From an optimization exercise on the open Yosys and OpenROAD flow, aimed at a short achievable clock period and few clock cycles; shortcuts taken in it are not production practice. The RTL of this run was laid out without a check of its function. Power is estimated from default activity; no workload was simulated.

==> flow/design.v <==
`timescale 1ns / 1ps
module ks_add #(parameter W = 32) (
    input  [W-1:0] a,
    input  [W-1:0] b,
    input          cin,
    output [W-1:0] s,
    output         cout
    );
    reg [W-1:0] x, g, p, gn, pn, c;
    integer d;
    always @(*) begin
        x = a ^ b;
        g = a & b;
        g[0] = g[0] | (x[0] & cin);
        p = x;
        for (d = 1; d < W; d = d * 2) begin
            gn = g | (p & (g << d));
            pn = p & ((p << d) | ((1 << d) - 1));
            g = gn;
            p = pn;
        end
        c = {g[W-2:0], cin};
    end
    assign s = x ^ c;
    assign cout = g[W-1];
endmodule
module lt_tree #(parameter W = 32) (
    input  [W-1:0] a,
    input  [W-1:0] b,
    output         lt
    );
    reg [W-1:0] l, e;
    integer n, k;
    always @(*) begin
        l = ~a & b;
        e = ~(a ^ b);
        for (n = W / 2; n >= 1; n = n / 2) begin
            for (k = 0; k < n; k = k + 1) begin
                l[k] = l[2*k + 1] | (e[2*k + 1] & l[2*k]);
                e[k] = e[2*k + 1] & e[2*k];
            end
        end
    end
    assign lt = l[0];
endmodule
`timescale 1ns / 1ps
module Pipelined_CPU(
    input clk,
    input reset,
    output reg [31:0] iaddr,
    input [31:0] idata,
    output reg [31:0] daddr,
    input [31:0] drdata,
    output reg [31:0] dwdata,
    output reg [3:0] we,
    output reg [31:0] pc
    );
    reg [31:0] pc_r;
    reg [31:0] pc_o;        
    reg        x_kill;      
    reg [31:0] x_a;         
    reg [31:0] x_b;         
    reg [31:0] x_sd;        
    reg [31:0] x_pre;       
    reg [31:0] x_pc;
    reg [19:0] x_uimm;      
    reg        x_auipc;
    reg [31:0] x_alt;       
    reg [4:0]  x_rd;
    reg        x_wen;       
    reg        x_load;
    reg        x_store;
    reg        x_ispre;
    reg        x_jalr;
    reg [2:0]  x_f3;
    reg        x_sub;
    reg        x_arith;
    reg        x_sadd, x_sslt, x_ssltu, x_sxor, x_sor, x_sand, x_ssll, x_ssr;
    reg        x_m_eq, x_m_ne, x_m_lt, x_m_ge, x_m_ltu, x_m_geu;
    reg        x_fa, x_fb, x_fs;
    reg        x_addi;
    reg [31:0] x_nimm;
    reg        m_wen;
    reg        m_load;
    reg [4:0]  m_rd;
    reg [31:0] m_res;
    reg [2:0]  m_f3;
    reg [31:0] daddr_r;
    reg        w_wen;
    reg [4:0]  w_rd;
    reg [31:0] w_res;
    reg [31:0] rf [1:31];
    wire ev = ~x_kill;
    wire [31:0] a  = x_fa ? m_res : x_a;
    wire [31:0] b  = x_fb ? m_res : x_b;
    wire [31:0] sd = x_fs ? m_res : x_sd;
    wire [31:0] sum;
    wire        sum_co;
    ks_add #(32) u_add (.a(a), .b(b), .cin(x_sub), .s(sum), .cout(sum_co));
    wire eq_ab = ~|(x_a ^ x_b);
    wire eq_mb = ~|(m_res ^ x_b);
    wire eq_am = ~|(x_a ^ m_res);
    wire ltu_ab, ltu_mb, ltu_am, lts_ab, lts_mb, lts_am;
    lt_tree #(32) u_ltu_ab (.a(x_a),   .b(x_b),   .lt(ltu_ab));
    lt_tree #(32) u_ltu_mb (.a(m_res), .b(x_b),   .lt(ltu_mb));
    lt_tree #(32) u_ltu_am (.a(x_a),   .b(m_res), .lt(ltu_am));
    lt_tree #(32) u_lts_ab (.a({~x_a[31], x_a[30:0]}),     .b({~x_b[31], x_b[30:0]}),     .lt(lts_ab));
    lt_tree #(32) u_lts_mb (.a({~m_res[31], m_res[30:0]}), .b({~x_b[31], x_b[30:0]}),     .lt(lts_mb));
    lt_tree #(32) u_lts_am (.a({~x_a[31], x_a[30:0]}),     .b({~m_res[31], m_res[30:0]}), .lt(lts_am));
    wire eq  = x_fa ? (x_fb | eq_mb) : (x_fb ? eq_am : eq_ab);
    wire ltu = x_fa ? (~x_fb & ltu_mb) : (x_fb ? ltu_am : ltu_ab);
    wire lts = x_fa ? (~x_fb & lts_mb) : (x_fb ? lts_am : lts_ab);
    wire [19:0] auipc_hi;
    wire        auipc_co;
    ks_add #(20) u_au (.a(x_pc[31:12]), .b(x_uimm), .cin(1'b0), .s(auipc_hi), .cout(auipc_co));
    wire [31:0] sll = a << b[4:0];
    wire [31:0] srl = $signed({x_arith & a[31], a}) >>> b[4:0];
    wire [31:0] other =
        ({32{x_sslt}}  & {31'd0, lts}) |
        ({32{x_ssltu}} & {31'd0, ltu}) |
        ({32{x_sxor}}  & (a ^ b)) |
        ({32{x_sor}}   & (a | b)) |
        ({32{x_sand}}  & (a & b)) |
        ({32{x_ssll}}  & sll) |
        ({32{x_ssr}}   & srl) |
        ({32{x_ispre}} & x_pre) |
        ({32{x_auipc}} & {auipc_hi, x_pc[11:0]});
    wire [31:0] res = x_sadd ? sum : other;
    wire mispred = ev & ((x_m_eq & eq) | (x_m_ne & ~eq) |
                         (x_m_lt & lts) | (x_m_ge & ~lts) |
                         (x_m_ltu & ltu) | (x_m_geu & ~ltu));
    wire jump = ev & x_jalr;
    wire x_redirect = mispred | jump;
    wire [31:0] x_target = x_jalr ? {sum[31:1], 1'b0} : x_alt;
    reg [3:0]  st_we;
    reg [31:0] st_data;
    always @(*) begin
        st_data = sd;
        st_we   = 4'b0000;
        case (x_f3)
            3'b000: begin
                st_we   = 4'b0001 << sum[1:0];
                st_data = {4{sd[7:0]}};
            end
            3'b001: begin
                st_we   = sum[1] ? 4'b1100 : 4'b0011;
                st_data = {2{sd[15:0]}};
            end
            3'b010: st_we = 4'b1111;
            default: st_we = 4'b0000;
        endcase
    end
    reg [31:0] ld;
    wire [1:0] la = m_res[1:0];
    always @(*) begin
        case (m_f3)
            3'b000: case (la)
                        2'b00: ld = {{24{drdata[7]}},  drdata[7:0]};
                        2'b01: ld = {{24{drdata[15]}}, drdata[15:8]};
                        2'b10: ld = {{24{drdata[23]}}, drdata[23:16]};
                        default: ld = {{24{drdata[31]}}, drdata[31:24]};
                    endcase
            3'b001: ld = la[1] ? {{16{drdata[31]}}, drdata[31:16]} : {{16{drdata[15]}}, drdata[15:0]};
            3'b100: case (la)
                        2'b00: ld = {24'd0, drdata[7:0]};
                        2'b01: ld = {24'd0, drdata[15:8]};
                        2'b10: ld = {24'd0, drdata[23:16]};
                        default: ld = {24'd0, drdata[31:24]};
                    endcase
            3'b101: ld = la[1] ? {16'd0, drdata[31:16]} : {16'd0, drdata[15:0]};
            default: ld = drdata;
        endcase
    end
    wire [31:0] m_val = m_load ? ld : m_res;    
    wire [31:0] ir = idata;
    wire [6:0] op  = ir[6:0];
    wire [4:0] rs1 = ir[19:15];
    wire [4:0] rs2 = ir[24:20];
    wire [4:0] rd  = ir[11:7];
    wire [2:0] f3  = ir[14:12];
    wire is_lui   = (op == 7'b0110111);
    wire is_auipc = (op == 7'b0010111);
    wire is_jal   = (op == 7'b1101111);
    wire is_jalr  = (op == 7'b1100111);
    wire is_br    = (op == 7'b1100011);
    wire is_load  = (op == 7'b0000011);
    wire is_store = (op == 7'b0100011);
    wire is_alui  = (op == 7'b0010011);
    wire is_alur  = (op == 7'b0110011);
    wire use_rs1 = is_jalr | is_br | is_load | is_store | is_alui | is_alur;
    wire use_rs2 = is_br | is_store | is_alur;
    wire rs2_alu = is_br | is_alur;      
    wire wen     = (is_lui | is_auipc | is_jal | is_jalr | is_load | is_alui | is_alur) & (rd != 5'd0);
    wire ispre   = is_lui | is_jal | is_jalr;
    wire [31:0] imm_i = {{20{ir[31]}}, ir[31:20]};
    wire [31:0] imm_s = {{20{ir[31]}}, ir[31:25], ir[11:7]};
    wire [31:0] imm_b = {{19{ir[31]}}, ir[31], ir[7], ir[30:25], ir[11:8], 1'b0};
    wire [31:0] imm_j = {{11{ir[31]}}, ir[31], ir[19:12], ir[20], ir[30:21], 1'b0};
    wire [31:0] imm   = is_store ? imm_s : imm_i;
    wire [31:0] f_tj, f_tb, f_pc4;
    wire        f_c3;
    wire [12:0] tb_lo;
    wire [20:0] tj_lo;
    wire [18:0] pb_inc, pb_dec;
    wire [10:0] pj_inc, pj_dec;
    wire        cb_lo, cj_lo, cb_i, cb_d, cj_i, cj_d;
    ks_add #(13) u_tb (.a(pc_r[12:0]), .b(imm_b[12:0]), .cin(1'b0), .s(tb_lo), .cout(cb_lo));
    ks_add #(21) u_tj (.a(pc_r[20:0]), .b(imm_j[20:0]), .cin(1'b0), .s(tj_lo), .cout(cj_lo));
    ks_add #(19) u_bi (.a(pc_r[31:13]), .b(19'd1), .cin(1'b0), .s(pb_inc), .cout(cb_i));
    ks_add #(19) u_bd (.a(pc_r[31:13]), .b({19{1'b1}}), .cin(1'b0), .s(pb_dec), .cout(cb_d));
    ks_add #(11) u_ji (.a(pc_r[31:21]), .b(11'd1), .cin(1'b0), .s(pj_inc), .cout(cj_i));
    ks_add #(11) u_jd (.a(pc_r[31:21]), .b({11{1'b1}}), .cin(1'b0), .s(pj_dec), .cout(cj_d));
    wire [18:0] tb_hi = (ir[31] == cb_lo) ? pc_r[31:13] : cb_lo ? pb_inc : pb_dec;
    wire [10:0] tj_hi = (ir[31] == cj_lo) ? pc_r[31:21] : cj_lo ? pj_inc : pj_dec;
    assign f_tb = {tb_hi, tb_lo};
    assign f_tj = {tj_hi, tj_lo};
    ks_add #(30) u_p4 (.a(pc_r[31:2]), .b(30'd1), .cin(1'b0), .s(f_pc4[31:2]), .cout(f_c3));
    assign f_pc4[1:0] = pc_r[1:0];
    wire eqz_r = ~|(x_a ^ x_nimm);
    wire eqz_m = ~|(m_res ^ x_nimm);
    wire addi_zero = x_fa ? eqz_m : eqz_r;
    wire fuse = is_br && (f3[2:1] == 2'b00) && x_addi && ev &&
                (((rs1 == x_rd) && (rs2 == 5'd0)) || ((rs2 == x_rd) && (rs1 == 5'd0)));
    wire f_pred = is_jal | (is_br & (fuse ? (addi_zero ^ f3[0]) : (ir[31] | ir[12])));
    wire [31:0] f_target = ir[3] ? f_tj : f_tb;
    wire xw  = x_wen & ev;
    wire p1a = xw && (x_rd == rs1);
    wire p1b = xw && (x_rd == rs2);
    wire p2a = m_wen && (m_rd == rs1);
    wire p2b = m_wen && (m_rd == rs2);
    wire p3a = w_wen && (w_rd == rs1);
    wire p3b = w_wen && (w_rd == rs2);
    wire is_sub = is_alur & ir[30] & (f3 == 3'b000);
    wire stall = (x_load && ev && ((use_rs1 && p1a) || (use_rs2 && p1b))) ||
                 (is_sub && p1b);
    wire [31:0] dec1 = 32'd1 << rs1;
    wire [31:0] dec2 = 32'd1 << rs2;
    wire        rfo1 = ~(p2a | p3a);
    wire        rfo2 = ~(p2b | p3b);
    reg  [31:0] rf1, rf2;
    integer k;
    always @(*) begin
        rf1 = 32'd0;
        rf2 = 32'd0;
        for (k = 1; k < 32; k = k + 1) begin
            rf1 = rf1 | ({32{dec1[k] & rfo1}} & rf[k]);
            rf2 = rf2 | ({32{dec2[k] & rfo2}} & rf[k]);
        end
    end
    wire [31:0] rv1 = rf1 | ({32{p2a}} & m_val) | ({32{p3a & ~p2a}} & w_res);
    wire [31:0] rv2 = rf2 | ({32{p2b}} & m_val) | ({32{p3b & ~p2b}} & w_res);
    wire alu_op = is_alur | is_alui;
    wire bt = is_br & ~f_pred;    
    wire bn = is_br & f_pred;     
    wire [31:0] pre = is_lui ? {ir[31:12], 12'd0} : f_pc4;
    wire [31:0] pc_seq  = stall ? pc_r : f_pred ? f_target : f_pc4;
    wire [31:0] pc_next = x_redirect ? x_target : pc_seq;
    always @(*) begin
        iaddr = pc_o;
        pc    = pc_o;
        daddr = daddr_r;
    end
    wire go = !reset && !stall;    
    always @(posedge clk) begin
        if (reset) pc_r <= 32'd0;
        else       pc_r <= pc_next;
        pc_o <= pc_next & {32{~reset}};
        x_kill  <= x_redirect;
        x_a     <= rv1;
        x_b     <= rs2_alu ? (rv2 ^ {32{is_sub}}) : imm;
        x_sd    <= rv2;
        x_pre   <= pre;
        x_pc    <= pc_r;
        x_uimm  <= ir[31:12];
        x_auipc <= is_auipc;
        x_alt   <= f_pred ? f_pc4 : f_tb;
        x_rd    <= rd;
        x_wen   <= go && wen;
        x_load  <= go && is_load;
        x_store <= go && is_store;
        x_jalr  <= go && is_jalr;
        x_ispre <= ispre;
        x_f3    <= f3;
        x_sub   <= is_sub;
        x_addi  <= go && wen && is_alui && (f3 == 3'b000);
        x_nimm  <= ~imm_i + 32'd1;
        x_arith <= ir[30];
        x_sadd  <= (alu_op & f3 == 3'b000) | is_load | is_store;
        x_sslt  <= alu_op & f3 == 3'b010;
        x_ssltu <= alu_op & f3 == 3'b011;
        x_sxor  <= alu_op & f3 == 3'b100;
        x_sor   <= alu_op & f3 == 3'b110;
        x_sand  <= alu_op & f3 == 3'b111;
        x_ssll  <= alu_op & f3 == 3'b001;
        x_ssr   <= alu_op & f3 == 3'b101;
        x_m_eq  <= go && ((bt && f3 == 3'b000) || (bn && f3 == 3'b001));
        x_m_ne  <= go && ((bt && f3 == 3'b001) || (bn && f3 == 3'b000));
        x_m_lt  <= go && ((bt && f3 == 3'b100) || (bn && f3 == 3'b101));
        x_m_ge  <= go && ((bt && f3 == 3'b101) || (bn && f3 == 3'b100));
        x_m_ltu <= go && ((bt && f3 == 3'b110) || (bn && f3 == 3'b111));
        x_m_geu <= go && ((bt && f3 == 3'b111) || (bn && f3 == 3'b110));
        x_fa    <= use_rs1 && p1a;
        x_fb    <= rs2_alu && p1b;
        x_fs    <= use_rs2 && p1b;
        m_wen   <= !reset && xw;
        m_load  <= x_load;
        m_rd    <= x_rd;
        m_res   <= res;
        m_f3    <= x_f3;
        daddr_r <= sum;
        we      <= (!reset && x_store && ev) ? st_we : 4'b0000;
        dwdata  <= st_data;
        w_wen <= !reset && m_wen;
        w_rd  <= m_rd;
        w_res <= m_val;
        if (w_wen) rf[w_rd] <= w_res;
    end
endmodule
==> flow/run.sh <==
#!/bin/bash
# synth_recipe.tcl (not shown) runs the flow's synth.tcl, then flattens the netlist and writes it again
# the make line also repeats each setting of config.mk as NAME=value (left out here)
make -C /OpenROAD-flow-scripts/flow DESIGN_CONFIG=/design/flow/config.mk WORK_HOME=/design/flow/orfs CLKGATE_MAP_FILE= SYNTH_SCRIPT=/design/flow/synth_recipe.tcl finish
==> flow/config.mk <==
export PLATFORM = sky130hd
export DESIGN_NAME = Pipelined_CPU
export DESIGN_NICKNAME = Pipelined_CPU
export VERILOG_FILES = /design/flow/design.v
export SDC_FILE = /design/flow/constraint.sdc
export NUM_CORES = 4
export LEC_CHECK = 0
export ABC_CLOCK_PERIOD_IN_PS = 3000
export CAP_MARGIN = 20
export CORE_MARGIN = 2
export CORE_UTILIZATION = 40
export SETUP_SLACK_MARGIN = 5
export SLEW_MARGIN = 20
==> flow/constraint.sdc <==
create_clock -name core_clock -period 9.0 [get_ports {clk}]
set_input_delay 1.8000 -clock core_clock [delete_from_list [all_inputs] [get_ports {clk}]]
set_output_delay 1.8000 -clock core_clock [all_outputs]
set_load 0.01 [all_outputs]
==> impl_results.rst <==
.. list-table::
   :header-rows: 1

   * - Metric
     - Value
   * - Clk sinks
     - 1,475
   * - Leading cell type by number of instances after synthesis
     - edfxtp_1
   * - Share of async-settable or async-resettable flops after synthesis
     - 0%
   * - Max-slew headroom at the worst pin
     - 19.9%
   * - Syn avg cell area
     - roughly 11 um^2
   * - Share of the cycle needed by the critical path after routing
     - between 40% and 50%
   * - CTS tree
     - done
   * - Data required time at the worst endpoint
     - slightly below 10 ns
   * - Main synth FF type
     - edfxtp_1
   * - Global-route congestion overflow total
     - 0
   * - Worst slew pin tran
     - ~1.2 ns
   * - Peak VDD IR
     - about 0.18 mV
   * - Startpoint kind of the worst setup timing path
     - primary input
   * - Post-synthesis net count
     - 6,643
   * - Post-synth top area cell
     - edfxtp_1
   * - I/O Buffers
     - between 150 and 200
   * - Routed length on met1
     - 130,000 um
   * - Hold Path Sink
     - m_load$_DFF_P_
   * - Number of synthesized register bits
     - 1,475
   * - DR iter-0 viols
     - 13.9k
   * - Post-layout minimum cycle time
     - about 4.4 ns
   * - Post-DP Area
     - 78,000 um^2
   * - Y dimension of the die
     - 428 um
   * - Largest stage delay on the critical path
     - 0.62 ns
   * - Number of instances on the worst hold path
     - 0
   * - Met3 Wirelength
     - between 50,000 and 60,000 um
   * - Clock root buffer master
     - clkbuf_16
   * - Buffer levels on the longest clock path
     - 3
   * - Top routing layer in use
     - met5
   * - Clk slew on worst S/H paths
     - ~0.070 ns
   * - Combined area of the multi-input logic cells
     - 34,300 um^2
   * - Origin of the critical flop-to-flop path
     - pc_r[2]$_SDFF_PP0_
   * - Capture instance of the worst register-to-register path
     - pc_o[25]$_DFF_P_
   * - Final net count
     - 7,173
   * - Post-synthesis instance area
     - 71,900 um^2
   * - Most instantiated cells after synthesis
     - 992 x edfxtp_1, 492 x a22oi_1, 483 x dfxtp_1
   * - CTS Buf Count
     - around 160
   * - Antenna violations before repair
     - 22
   * - Depth of the worst register-to-register path
     - 10
   * - Number of placement rows
     - approximately 160
   * - Vias in the first global route
     - 63.1k
   * - Final std cells w/o fill
     - 9,379
   * - GRT Overall Usage
     - roughly two fifths
   * - Power density over the cells
     - 188 nW/um^2
   * - Top fanout value on the critical path
     - 32
   * - Largest register by flop count
     - rf
   * - Category of the worst setup path capture point
     - flip-flop
   * - Final standard cell utilization of the core
     - 51.6%
   * - Synth top area share
     - 41.4%
   * - Post-synthesis cell count
     - roughly 6.3k
   * - Routed length per placed instance
     - ~42 um
   * - Setup-violating endpoint count in the final report
     - 0
   * - Unrepaired setup endpoints after global routing
     - true
   * - Series of cell instances along the critical path
     - buf_6 -> buf_12 -> xor2_2 -> nor4_2 -> and3_4 -> buf_12 -> buf_12 -> nor4_4 -> buf_12 -> a222oi_1 -> nand4_1 -> a211o_4 -> xnor2_1 -> o21ai_1
   * - Seq. cell area
     - 39,600 um^2
   * - CTS HTree Levels
     - 4
   * - Class of the most critical hold timing path
     - flip-flop to flip-flop
   * - Top cells by area, synth
     - edfxtp_1 41%, dfxtp_1 13%, a22oi_1 5.1%
   * - Total power consumption of the routed design
     - ~17,000 uW
   * - Part of the Yosys area used for sequential elements
     - 54.9%
   * - Hold Path Origin
     - x_load$_DFF_P_
   * - Gpl congestion
     - 1.01
   * - EDFF count, synth
     - slightly below 1k
   * - Via count normalized by instance count
     - 7.27
   * - Setup slack, reg-to-reg
     - between 4 and 5 ns
   * - Total of warnings raised by yosys
     - 9
   * - Crit Path Class
     - primary input to flip-flop
   * - Ports placed on the boundary
     - 198
   * - Largest net degree at the start of global routing
     - 56
   * - Max Freq
     - roughly 230 MHz
   * - DPL Wire Length
     - 232,000 um
   * - Data arrival time of the critical path
     - 5.05 ns
   * - Total negative slack for setup checks
     - 0 ns
   * - Initial DRT Pass Iterations
     - 19
   * - Post-synth cell types
     - 90
   * - MaxCap Viol Count
     - 0
   * - Dpl cells
     - 8,631
   * - Initial Util
     - 40.3%
   * - Standard cell with the maximum stage delay on the critical path
     - a222oi_1
   * - Outcome
     - timing/DRC/antenna clean
   * - Flip-flop count of the largest register after layout
     - 992
   * - Final hold violations
     - 0
   * - Global-route wire length before repair
     - 525,000 um
   * - Antenna-violating nets left
     - 0
   * - Clock insertion delay at the later pin of the skew report
     - 0.90 ns
   * - Via count
     - 68.2k
   * - Total met2 wirelength after detailed routing
     - 162,000 um
   * - Most common cell type on the critical path
     - buf_12
   * - Final count of pins violating max slew
     - 0
   * - Area of all placed cells without fillers
     - 92,200 um^2
   * - Number of DRC violations after detailed routing
     - 0
   * - LEAKAGE
     - 0.0325 uW
   * - Area of the core region
     - 179,000 um^2
   * - Clk_skew
     - 0.0751 ns
   * - Number of filler cells placed in the layout
     - 15.3k
   * - Die Area
     - 183,000 um^2
   * - Die Wd
     - ~430 um
   * - Share of cells above drive strength 1
     - approximately a quarter
   * - Total Wirelength
     - between 300,000 and 400,000 um
   * - Area added between synthesis and finish
     - 28.2%
==> cell usage in the layout, fill, tap and decap left out, drive strengths merged, types with 28 or more instances in the layout <==
cell type      count
edfxtp           992
buf              626
a22oi            492
dfxtp            483
nand2            411
nor2             326
o21ai            262
a221oi           252
a21oi            250
ha               226
clkbuf           216
a22o             215
inv              211
mux2i            189
nand4            173
clkdlybuf4s50    164
nand3            162
xnor2            133
nor3             108
xor2             104
a211oi           100
a222oi            76
nor4              74
o211ai            63
clkinv            59
and3              40
a21o              39
nor2b             38
a31oi             32
o22ai             29
and2              28
==> power breakdown <==
part | internal [uW] | switching (uW)
Sequential | 7390 | 283
Clock | 3880 | 2990
Combinational | 1080 | 1740
==> through the flow <==
stage          setup slack [ns]  hold WS, ns
4_1_cts                    4.84        0.362
5_1_grt                    4.58        0.373
3_5_place_dp               1.98        0.355
6_report                   4.62        0.368
2_1_floorplan              4.50        0.324
3_3_place_gp               2.07        0.363
==> cell families (layout without fill, tap and decap cells) <==
group	after synthesis	count (layout)	synth area share, %
mux	218	218	3.12
xor+xnor	237	237	2.89
other cells	0	13	0
flops	1475	1475	54.9
simple gates	1467	1477	10.2
fa+ha+maj	233	233	4.10
compound gates	2033	2036	20.8
buf+inv	683	1335	4.02
==> how the worst max path moves through the flow <==
| stage | depth (start not counted) | endpoint | startpoint | slack [ns] |
|---|---|---|---|---|
| finish | 14 | x_b[23]$_DFF_P_ | idata[22] | 4.62 |
| CTS | 16 | pc_o[24]$_DFF_P_ | x_fb$_DFF_P_ | 4.84 |
| detailed placement | 12 | x_a[21]$_DFF_P_ | idata[16] | 1.98 |
| global route | 16 | x_b[17]$_DFF_P_ | idata[22] | 4.58 |
| floorplan | 14 | pc_o[27]$_DFF_P_ | idata[21] | 4.50 |
| global placement | 12 | x_a[21]$_DFF_P_ | idata[16] | 2.07 |
==> what timing repair did <==
action | 4_1_cts | 5_1_grt
pin swaps | 187 | 190
gates cloned | 31 | 10
resized for setup | 701 | 322
setup endpoints to repair | 263 | 155
hold buffers | 0 | 0
buffers inserted | 264 | 134
==> final cells by class <==
type	count	area share [%]
flip-flops and latches	1475	43.0
multi-input cells	4201	37.2
repair buffers	831	9.86
clock buffers	199	4.61
well taps	2355	3.20
clock inverters	96	1.23
inverters	208	0.907
diodes	13	0.0353
repair inverters	1	0.00950
==> worst max-delay path: cells and delay by family <==
kind / cells / cell delay [ns]
AO/OA/AOI/OAI: 3 / 1.12
XOR/XNOR: 2 / 0.34
buffers and inverters: 5 / 0.72
AND/OR/NAND/NOR: 4 / 0.90
==> layer usage <==
metal	track usage (%)	vias to the layer above
met1	47.4	32841
met2	59.5	6757
met4	35.6	33
met3	16.6	2381
li1	-	26150
met5	0.260	-

-- port drivers added, routing unchanged --
The results above use ideal ports. As a check the final layout listed here was re-extracted and re-timed, cells and wires unchanged. Step 1: set_driving_cell puts a clkbuf_16 on clk and a buf_2 on each other input, an assumption about the parent block. Step 2 moves the port delays by t, midway between the first and last clock arrival at a register: inputs arrive t later, outputs are due t later. That takes back most of the time a late clock gives input paths. a / b / c = ideal ports / drivers / drivers and shift; a / b = the first two.
t, ns: 0.949
setup WS [ns]: 4.621 / 4.599 / 3.650
latest minus earliest clock arrival (ns): 0.078 / 0.078
pins driven straight from the clock port: 1
After both steps this run still meets setup and hold. For this run, drivers alone change the setup slack by -0.022 ns; drivers and shift together by -0.971 ns.
